Background: an optimization exercise with open tools, aiming at small area and a short achievable clock period. Do not read the settings as production practice.
Only simulation tests tie the RTL to the original design; equivalence was not proved.

== yarrow ==
==> flow/design.v (excerpt) <==
module final_log(clk, reset, base, in_data, out_data);
    input clk, reset;
    input [1:0] base;
    input [31:0] in_data;
    output reg [31:0] out_data;
    function [20:0] tn0;
        input [1:0] b;
        input [2:0] d;    
        begin
            case ({b[1], b[1] ? 1'b0 : b[0], d})
                5'b00000: tn0 = 21'h1fffff;
                5'b00001: tn0 = 21'h1d2eba;
                5'b00010: tn0 = 21'h1e730d;
                5'b00011: tn0 = 21'h1ba1c8;
                5'b00100: tn0 = 21'h1f2e7a;
                5'b00101: tn0 = 21'h1c5d35;
                5'b00110: tn0 = 21'h1da188;
                5'b00111: tn0 = 21'h1ad043;
                5'b01000: tn0 = 21'h1fffff;
                5'b01001: tn0 = 21'h198336;
                5'b01010: tn0 = 21'h1c6e00;
                5'b01011: tn0 = 21'h15f137;
                5'b01100: tn0 = 21'h1e1d8f;
                5'b01101: tn0 = 21'h17a0c6;
                5'b01110: tn0 = 21'h1a8b90;
                5'b01111: tn0 = 21'h140ec7;
                5'b10000: tn0 = 21'h1fffff;
                5'b10001: tn0 = 21'h16a3fd;
                5'b10010: tn0 = 21'h1ad961;
                5'b10011: tn0 = 21'h117d5f;
                5'b10100: tn0 = 21'h1d47fc;
                5'b10101: tn0 = 21'h13ebfa;
                5'b10110: tn0 = 21'h18215e;
                5'b10111: tn0 = 21'hec55c;
  ...
==> flow/config.mk <==
export PLATFORM = sky130hd
export DESIGN_NAME = final_log
export DESIGN_NICKNAME = final_log
export VERILOG_FILES = /design/flow/design.v
export SDC_FILE = /design/flow/constraint.sdc
export NUM_CORES = 4
export LEC_CHECK = 0
export ABC_AREA = 1
export CAP_MARGIN = 20
export CORE_MARGIN = 2
export CORE_UTILIZATION = 40
export CTS_BUF_LIST = sky130_fd_sc_hd__clkbuf_8
export CTS_CLUSTER_DIAMETER = 200
export CTS_CLUSTER_SIZE = 30
export SLEW_MARGIN = 20
==> flow/constraint.sdc <==
create_clock -name core_clock -period 60.0 [get_ports {clk}]
set_input_delay 12.0000 -clock core_clock [delete_from_list [all_inputs] [get_ports {clk}]]
set_output_delay 12.0000 -clock core_clock [all_outputs]
set_load 0.01 [all_outputs]
standard.sh (not shown) runs the stock make flow with config.mk's settings and CLKGATE_MAP_FILE= SYNTH_SCRIPT=/design/flow/synth_recipe.tcl, a recipe that flattens the netlist after the stock synthesis.
==> flow/flow/run.sh <==
#!/bin/bash
set -euo pipefail
bash standard.sh SETUP_SLACK_MARGIN=37 "BUFFER_PORTS_ARGS=-buffer_cell sky130_fd_sc_hd__buf_1" SKIP_GATE_CLONING=1 finish > run.log 2>&1
Modified inputs, quartz compared to yarrow
# yarrow
export LEC_CHECK = 0
export ABC_AREA = 1
export CAP_MARGIN = 20
export CORE_MARGIN = 2
export CORE_UTILIZATION = 40
export CTS_BUF_LIST = sky130_fd_sc_hd__clkbuf_8
export CTS_CLUSTER_DIAMETER = 200
export CTS_CLUSTER_SIZE = 30
export SLEW_MARGIN = 20
create_clock -name core_clock -period 60.0 [get_ports {clk}]
# quartz
export LEC_CHECK = 0
export ABC_AREA = 1
export CAP_MARGIN = 20
export CORE_MARGIN = 2
export CORE_UTILIZATION = 40
export CTS_BUF_LIST = sky130_fd_sc_hd__clkbuf_8
export CTS_CLUSTER_DIAMETER = 200
export CTS_CLUSTER_SIZE = 30
export GPL_TIMING_DRIVEN = 0
export SLEW_MARGIN = 20
create_clock -name core_clock -period 60.0 [get_ports {clk}]
Notes after the runs:
| post-route minimum period | lower: yarrow |
Core utilization of the finished layout up 0.30 points in quartz wrt yarrow
quartz ended up with a higher critical path buffer and inverter count than yarrow did.
Taking yarrow as the reference, in quartz multi-input combinational cell area now sits higher; worst setup slack down 0.015 ns; first-pass GRT wire length saw an increase; global router's overall resource usage rose by 1.2 points.
Changes in sierra relative to quartz:
# quartz
export LEC_CHECK = 0
export ABC_AREA = 1
export CAP_MARGIN = 20
export CORE_MARGIN = 2
export CORE_UTILIZATION = 40
export CTS_BUF_LIST = sky130_fd_sc_hd__clkbuf_8
export CTS_CLUSTER_DIAMETER = 200
export CTS_CLUSTER_SIZE = 30
export GPL_TIMING_DRIVEN = 0
export SLEW_MARGIN = 20
create_clock -name core_clock -period 60.0 [get_ports {clk}]
# sierra
export LEC_CHECK = 0
export ABC_AREA = 1
export CAP_MARGIN = 20
export CORE_MARGIN = 2
export CORE_UTILIZATION = 40
export CTS_BUF_LIST = sky130_fd_sc_hd__clkbuf_8
export CTS_CLUSTER_DIAMETER = 200
export CTS_CLUSTER_SIZE = 30
export SLEW_MARGIN = 20
create_clock -name core_clock -period 60.0 [get_ports {clk}]
==> flow/flow/run.sh <==
#!/bin/bash
set -euo pipefail
bash standard.sh SETUP_SLACK_MARGIN=36 "BUFFER_PORTS_ARGS=-buffer_cell sky130_fd_sc_hd__buf_1" SKIP_GATE_CLONING=1 finish > run.log 2>&1
## What came out
sierra vs. quartz: fraction of final layout cells with drive strength greater than 1 down 2.5 points; buffer count excluding the clock tree in the final layout has decreased; wire length has decreased; area of all placed cells without fillers saw a decrease.
sierra vs quartz: total via count in the routed design down in sierra
Compared with quartz, sierra shows cell total after placement that has gone down slightly.
sierra against quartz; final-stage net count is down slightly.
Post-layout instance count excluding filler cells in sierra is 44 below quartz.
Setup changes, sierra to cedar
==> flow/flow/run.sh <==
#!/bin/bash
set -euo pipefail
bash standard.sh SETUP_SLACK_MARGIN=38 "BUFFER_PORTS_ARGS=-buffer_cell sky130_fd_sc_hd__buf_1" SKIP_GATE_CLONING=1 finish > run.log 2>&1
==> comparison <==
Compared to sierra, cedar leaves less free space in the core.
The lower global routing met2 resource utilization of sierra and cedar is in sierra.
cedar vs sierra — non-clock buffer count climbed by more than half
input port to register as the critical path class was reported by cedar, and register to output pin by sierra.
Post-route fraction of the period consumed by the critical path delta for cedar relative to sierra: 2.2 points lower
Setup slack: lower on sierra
In cedar, final period demand of the worst path is lower than in sierra.
Re tightest slew margin relative to the limit: sierra was higher than cedar.
Cell area | cedar vs sierra | cedar larger

Setup of rev 12:
Another version of the RTL of final_log (not shown whole).
For scale: roughly 30 flip-flops, about 0.013 mm2 of cells after synthesis.
==> flow/config.mk <==
export PLATFORM = sky130hd
export DESIGN_NAME = final_log
export DESIGN_NICKNAME = final_log
export VERILOG_FILES = /design/flow/design.v
export SDC_FILE = /design/flow/constraint.sdc
export NUM_CORES = 4
export LEC_CHECK = 0
export ABC_AREA = 1
export CAP_MARGIN = 20
export CORE_MARGIN = 2
export CORE_UTILIZATION = 40
export CTS_BUF_LIST = sky130_fd_sc_hd__clkbuf_8
export CTS_CLUSTER_DIAMETER = 200
export CTS_CLUSTER_SIZE = 30
export SLEW_MARGIN = 20
==> flow/constraint.sdc <==
create_clock -name core_clock -period 60.0 [get_ports {clk}]
set_input_delay 12.0000 -clock core_clock [delete_from_list [all_inputs] [get_ports {clk}]]
set_output_delay 12.0000 -clock core_clock [all_outputs]
set_load 0.01 [all_outputs]
==> flow/flow/run.sh <==
#!/bin/bash
set -euo pipefail
bash standard.sh SETUP_SLACK_MARGIN=36 "BUFFER_PORTS_ARGS=-buffer_cell sky130_fd_sc_hd__buf_1" SKIP_GATE_CLONING=1 finish > run.log 2>&1
Setup changes, rev 12 to rev 13
==> flow/flow/run.sh <==
#!/bin/bash
set -euo pipefail
bash standard.sh SETUP_SLACK_MARGIN=38 "BUFFER_PORTS_ARGS=-buffer_cell sky130_fd_sc_hd__buf_1" SKIP_GATE_CLONING=1 finish > run.log 2>&1
[summary]
Rev 13 | status: complete | timing, DRC, antenna: pass
Summary of the comparison: minimum clock period is lower in rev 13, relative to rev 12.
Relative to rev 12, iteration count of the initial detailed-routing pass increased by 1 in rev 13.
Diff rev 12..rev 13 | largest net degree at the start of global routing | negligible
From rev 13 to rev 12, simple-gate share of the synthesized area did not move at all.
Going from rev 12 to rev 13, the mean number of vias per cell was found to have gone up by about 0.33%.
| logic depth of the worst path, buffers included | higher: rev 12 |
Rev 12 has a lower wire length than rev 13.

Another version of the RTL of final_log (not shown whole).
Size in the first run: roughly 30 flip-flops, roughly 0.013 mm2 of cells after synthesis.
==> flow/design.v (excerpt) <==
module final_log(clk, reset, base, in_data, out_data);
    input clk, reset;
    input [1:0] base;
    input [31:0] in_data;
    output reg [31:0] out_data;
    function [20:0] tn0;
        input [1:0] b;
        input [2:0] d;    
        begin
            case ({b[1], b[1] ? 1'b0 : b[0], d})
                5'b00000: tn0 = 21'h1fffff;
                5'b00001: tn0 = 21'h1d2eba;
                5'b00010: tn0 = 21'h1e730d;
                5'b00011: tn0 = 21'h1ba1c8;
                5'b00100: tn0 = 21'h1f2e7a;
                5'b00101: tn0 = 21'h1c5d35;
                5'b00110: tn0 = 21'h1da188;
                5'b00111: tn0 = 21'h1ad043;
                5'b01000: tn0 = 21'h1fffff;
                5'b01001: tn0 = 21'h198336;
                5'b01010: tn0 = 21'h1c6e00;
                5'b01011: tn0 = 21'h15f137;
                5'b01100: tn0 = 21'h1e1d8f;
                5'b01101: tn0 = 21'h17a0c6;
                5'b01110: tn0 = 21'h1a8b90;
                5'b01111: tn0 = 21'h140ec7;
                5'b10000: tn0 = 21'h1fffff;
                5'b10001: tn0 = 21'h16a3fd;
                5'b10010: tn0 = 21'h1ad961;
                5'b10011: tn0 = 21'h117d5f;
                5'b10100: tn0 = 21'h1d47fc;
                5'b10101: tn0 = 21'h13ebfa;
                5'b10110: tn0 = 21'h18215e;
                5'b10111: tn0 = 21'hec55c;
                default: tn0 = 21'h1fffff;
            endcase
        end
    endfunction
  ...
==> flow/config.mk <==
export PLATFORM = sky130hd
export DESIGN_NAME = final_log
export DESIGN_NICKNAME = final_log
export VERILOG_FILES = /design/flow/design.v
export SDC_FILE = /design/flow/constraint.sdc
export NUM_CORES = 4
export LEC_CHECK = 0
export ABC_AREA = 1
export CAP_MARGIN = 20
export CORE_MARGIN = 2
export CORE_UTILIZATION = 40
export CTS_BUF_LIST = sky130_fd_sc_hd__clkbuf_8
export CTS_CLUSTER_DIAMETER = 200
export CTS_CLUSTER_SIZE = 30
export SLEW_MARGIN = 20
==> flow/constraint.sdc <==
create_clock -name core_clock -period 60.0 [get_ports {clk}]
set_input_delay 12.0000 -clock core_clock [delete_from_list [all_inputs] [get_ports {clk}]]
set_output_delay 12.0000 -clock core_clock [all_outputs]
set_load 0.01 [all_outputs]
==> flow/flow/run.sh <==
#!/bin/bash
set -euo pipefail
bash standard.sh SETUP_SLACK_MARGIN=37 "BUFFER_PORTS_ARGS=-buffer_cell sky130_fd_sc_hd__buf_1" SKIP_GATE_CLONING=1 finish > run.log 2>&1
Change:
==> flow/flow/run.sh (replaced) <==
#!/bin/bash
# The standard layout (the standard.sh: ORFS from synthesis to the final
# layout, unchanged), with ORFS's timing repair asked to leave 35 ns of setup
# slack instead of none, so that it sizes and buffers the critical paths.
# Ports get buf_1 buffers rather than the delay cells buffer_ports picks on
# its own; the timing repair resizes them where that matters.
# The ORFS logs keep each tool's output; run.log keeps make's.
set -euo pipefail
bash standard.sh SETUP_SLACK_MARGIN=35 "BUFFER_PORTS_ARGS=-buffer_cell sky130_fd_sc_hd__buf_1" finish > run.log 2>&1
Outcome: Die area is unchanged. Clock-buffer cell count does not change.
Change:
==> flow/flow/run.sh (replaced) <==
#!/bin/bash
# The standard layout, with ORFS's timing repair asked to leave 38 ns of setup
# slack (a 22 ns period) instead of none, so that it sizes and buffers the
# critical paths; every tool's output is kept in the ORFS logs and in run.log.
set -euo pipefail
bash standard.sh SETUP_SLACK_MARGIN=38 finish > run.log 2>&1
- CTS_BUF_LIST: sky130_fd_sc_hd__clkbuf_8 -> not set
- CTS_CLUSTER_DIAMETER: 200 -> not set
- CTS_CLUSTER_SIZE: 30 -> not set
What happened: The new run completed with no timing, DRC or antenna violations; cell area goes up by 23%; count of clock-buffer cells in the layout is unchanged; final cell count grows by about 7%; synthesized cell count does not change; routed wire length goes up by 17%; via count is higher by 8.3%; first-iteration DRC count rises by 9.1%.

## afterwards: timing with drivers on the ports
In the flow no input, the clock included, has a driving cell. The finished layouts below were timed again as built, in two steps.
Step 1: set_driving_cell puts a clkbuf_16 on clk and a buf_2 on each other input, an assumption about the parent block.
Step 2 moves the port delays by t, midway between the first and last clock arrival at a register: inputs arrive t later, outputs are due t later. That takes back most of the time a late clock gives input paths.
Slacks: ideal ports / drivers / drivers and shift; pairs: ideal ports / drivers.
| run | shift t [ns] | setup WS [ns] | hold slack, ns | worst setup path at the end | clock arrival spread, ns |
|---|---|---|---|---|---|
| yarrow | 0.350 | 37.828 / 37.789 / 37.513 | 11.740 / 11.727 / 12.077 | input to register | 0.035 / 0.035 |
| quartz | 0.340 | 37.813 / 37.829 / 37.489 | 11.776 / 11.779 / 12.119 | input to register | 0.018 / 0.018 |
| sierra | 0.345 | 37.016 / 36.979 / 36.742 | 11.752 / 11.741 / 12.086 | input to register | 0.034 / 0.034 |
| cedar | 0.349 | 38.358 / 38.360 / 38.012 | 11.758 / 11.747 / 12.096 | input to register | 0.035 / 0.035 |
| rev 12 | 0.338 | 36.882 / 36.868 / 36.534 | 11.738 / 11.719 / 12.056 | input to register | 0.014 / 0.015 |
| rev 13 | 0.338 | 38.099 / 38.084 / 37.747 | 11.734 / 11.717 / 12.054 | input to register | 0.021 / 0.021 |
| the first run of note 3 | 0.327 | 36.654 / 36.618 / 36.945 | 11.736 / 11.722 / 12.049 | register to output | 0.008 / 0.008 |
| the second run of note 3 | 0.339 | 35.865 / 35.830 / 36.168 | 11.726 / 11.711 / 12.049 | register to output | 0.015 / 0.015 |
| the third run of note 3 | 0.332 | 36.777 / 36.734 / 37.066 | 12.085 / 12.062 / 12.394 | register to output | 0.011 / 0.012 |
After both steps setup and hold are still met in every run listed. The setup slack of rev 13, which loses most, moves by -0.015 ns with the drivers and by -0.352 ns with both steps.
